Source: an optimization exercise on an open RTL-to-GDS flow (aim: small area, a short achievable clock period and few clock cycles). Production flows keep margins and buffers that such runs may drop.
In this exercise RTL edits were held to simulation tests only and were not proved equivalent to the original.
Power and IR drop assume default switching activity.

exp/cedar:
## p18240_core
module p18240_core (
  input  logic        clock,
  input  logic        reset_L,
  output logic [15:0] mem_addr,
  output logic [15:0] mem_wdata,
  output logic        mem_re,
  output logic        mem_we,
  input  logic [15:0] mem_rdata,
  output logic        halted);
Settings: LEC_CHECK=0, ABC_CLOCK_PERIOD_IN_PS=2500, CAP_MARGIN=20, CORE_MARGIN=2, CORE_UTILIZATION=40, PLACE_DENSITY=0.6, SLEW_MARGIN=20; clock period 10.0 ns.
standard.sh (not shown) runs the stock make flow with config.mk's settings and CLKGATE_MAP_FILE= SYNTH_SCRIPT=/design/flow/synth_recipe.tcl, a recipe that flattens the netlist after the stock synthesis.
==> flow/flow/run.sh <==
#!/bin/bash
set -euo pipefail
bash standard.sh SETUP_SLACK_MARGIN=5.8 finish > standard.log 2>&1
Testbench counts of exp/cedar, summed over its fixed seeds: cycles 26,823.
Inputs modified between exp/cedar and exp/quartz:
==> flow/run.sh (new file) <==
#!/bin/bash
# synth_recipe.tcl (not shown) runs the flow's synth.tcl, then flattens the netlist and writes it again
# the make line also repeats each setting of config.mk as NAME=value (left out here)
make -C /OpenROAD-flow-scripts/flow DESIGN_CONFIG=/design/flow/config.mk WORK_HOME=/design/flow/orfs CLKGATE_MAP_FILE= SYNTH_SCRIPT=/design/flow/synth_recipe.tcl finish
diff --git a/flow/config.mk b/flow/config.mk
--- a/flow/config.mk
+++ b/flow/config.mk
@@ -6,8 +6,10 @@
 export NUM_CORES = 4
 export LEC_CHECK = 0
-export ABC_CLOCK_PERIOD_IN_PS = 2500
 export CAP_MARGIN = 20
 export CORE_MARGIN = 2
-export CORE_UTILIZATION = 40
-export PLACE_DENSITY = 0.6
+export CORE_UTILIZATION = 55
+export CTS_CLUSTER_DIAMETER = 60
+export CTS_CLUSTER_SIZE = 30
+export PLACE_DENSITY = 0.7
+export SETUP_SLACK_MARGIN = 5
 export SLEW_MARGIN = 20
removed: flow/flow/run.sh
removed: flow/standard.sh
==> comparison <==
- exp/quartz reached the final stage; the timing, design-rule and antenna checks on its layout passed.
- Going from exp/cedar to exp/quartz, critical path depth decreased 2; via count decreased 611; fmax decreased about 2.4%.
- Buffer count from post-CTS setup fixing: exp/quartz vs exp/cedar down 54
- Re sequential share of layout area: exp/quartz is 3.8 points up on exp/cedar.
- Against exp/cedar, exp/quartz comes in 270 lower on count of placed standard cells including taps.
- exp/cedar → exp/quartz: routed wire length lower, total global routing overflow did not really move.
- Between exp/quartz and exp/cedar, it is exp/quartz whose power is lower, by 0.93 mW.
- Switching power (exp/quartz vs. exp/cedar) decreases by a little under 10%
## Diff of input files: exp/pepper against exp/quartz
diff --git a/flow/config.mk b/flow/config.mk
--- a/flow/config.mk
+++ b/flow/config.mk
@@ -8,8 +8,9 @@
 export CAP_MARGIN = 20
 export CORE_MARGIN = 2
-export CORE_UTILIZATION = 55
+export CORE_UTILIZATION = 40
 export CTS_CLUSTER_DIAMETER = 60
 export CTS_CLUSTER_SIZE = 30
-export PLACE_DENSITY = 0.7
+export PLACE_DENSITY = 0.6
 export SETUP_SLACK_MARGIN = 5
 export SLEW_MARGIN = 20
+export TNS_END_PERCENT = 10
==> comparison <==
Cell count along the critical path: exp/pepper > exp/quartz. exp/pepper vs exp/quartz on global-route track usage on met3: exp/pepper is the lower one. When exp/pepper is measured against exp/quartz, its achievable clock frequency turns out 2.9% lower. Delta (exp/pepper minus exp/quartz): setup slack of the critical path after layout went down 150 ps; area share of buffers outside the clock network went down 1.7 points. A highest metal layer with signal wires of met5 is what exp/quartz shows, while met4 belongs to exp/pepper. Between exp/pepper and exp/quartz, the cell area is higher for exp/quartz. Via count improves in exp/pepper relative to exp/quartz.
> inputs changed (exp/pepper -> exp/umber)
diff --git a/flow/config.mk b/flow/config.mk
--- a/flow/config.mk
+++ b/flow/config.mk
@@ -6,11 +6,9 @@
 export NUM_CORES = 4
 export LEC_CHECK = 0
+export ABC_CLOCK_PERIOD_IN_PS = 4000
 export CAP_MARGIN = 20
 export CORE_MARGIN = 2
 export CORE_UTILIZATION = 40
-export CTS_CLUSTER_DIAMETER = 60
-export CTS_CLUSTER_SIZE = 30
 export PLACE_DENSITY = 0.6
 export SETUP_SLACK_MARGIN = 5
 export SLEW_MARGIN = 20
-export TNS_END_PERCENT = 10
## What came out
exp/pepper has lower routed wire length than exp/umber. As far as width of the chip goes, exp/pepper and exp/umber are indistinguishable; the numbers are identical. Higher number of gates resized after cts among exp/pepper and exp/umber: exp/umber.

==> what the ideal ports hide <==
The results above use ideal ports. As a check the final layouts listed here were re-extracted and re-timed, cells and wires unchanged.
Step 1, drivers: a clkbuf_16 drives clock and a buf_2 each remaining input, both assumed.
Step 2, shift: input delay + t, output delay - t, t = (earliest + latest rising clock arrival at the registers) / 2. This alone moves slack from input paths to output paths.
Slacks: no drivers / after step 1 / after step 2; pairs: no drivers / after step 1.
| run | shift t [ns] | setup WS [ns] | worst register clock-pin slew, ns | pins driven straight from the clock port |
|---|---|---|---|---|
| exp/cedar | 0.686 | 5.061 / 4.990 / 5.255 | 0.07 / 0.07 | 1 |
| exp/quartz | 0.667 | 4.937 / 4.870 / 4.658 | 0.10 / 0.10 | 1 |
| exp/pepper | 0.681 | 4.787 / 4.718 / 4.515 | 0.11 / 0.11 | 1 |
| exp/umber | 0.685 | 4.945 / 4.874 / 4.627 | 0.07 / 0.07 | 1 |
After both steps setup and hold are still met in every run listed. The setup slack of exp/umber, which loses most, moves by -0.071 ns with the drivers and by -0.318 ns with both steps.
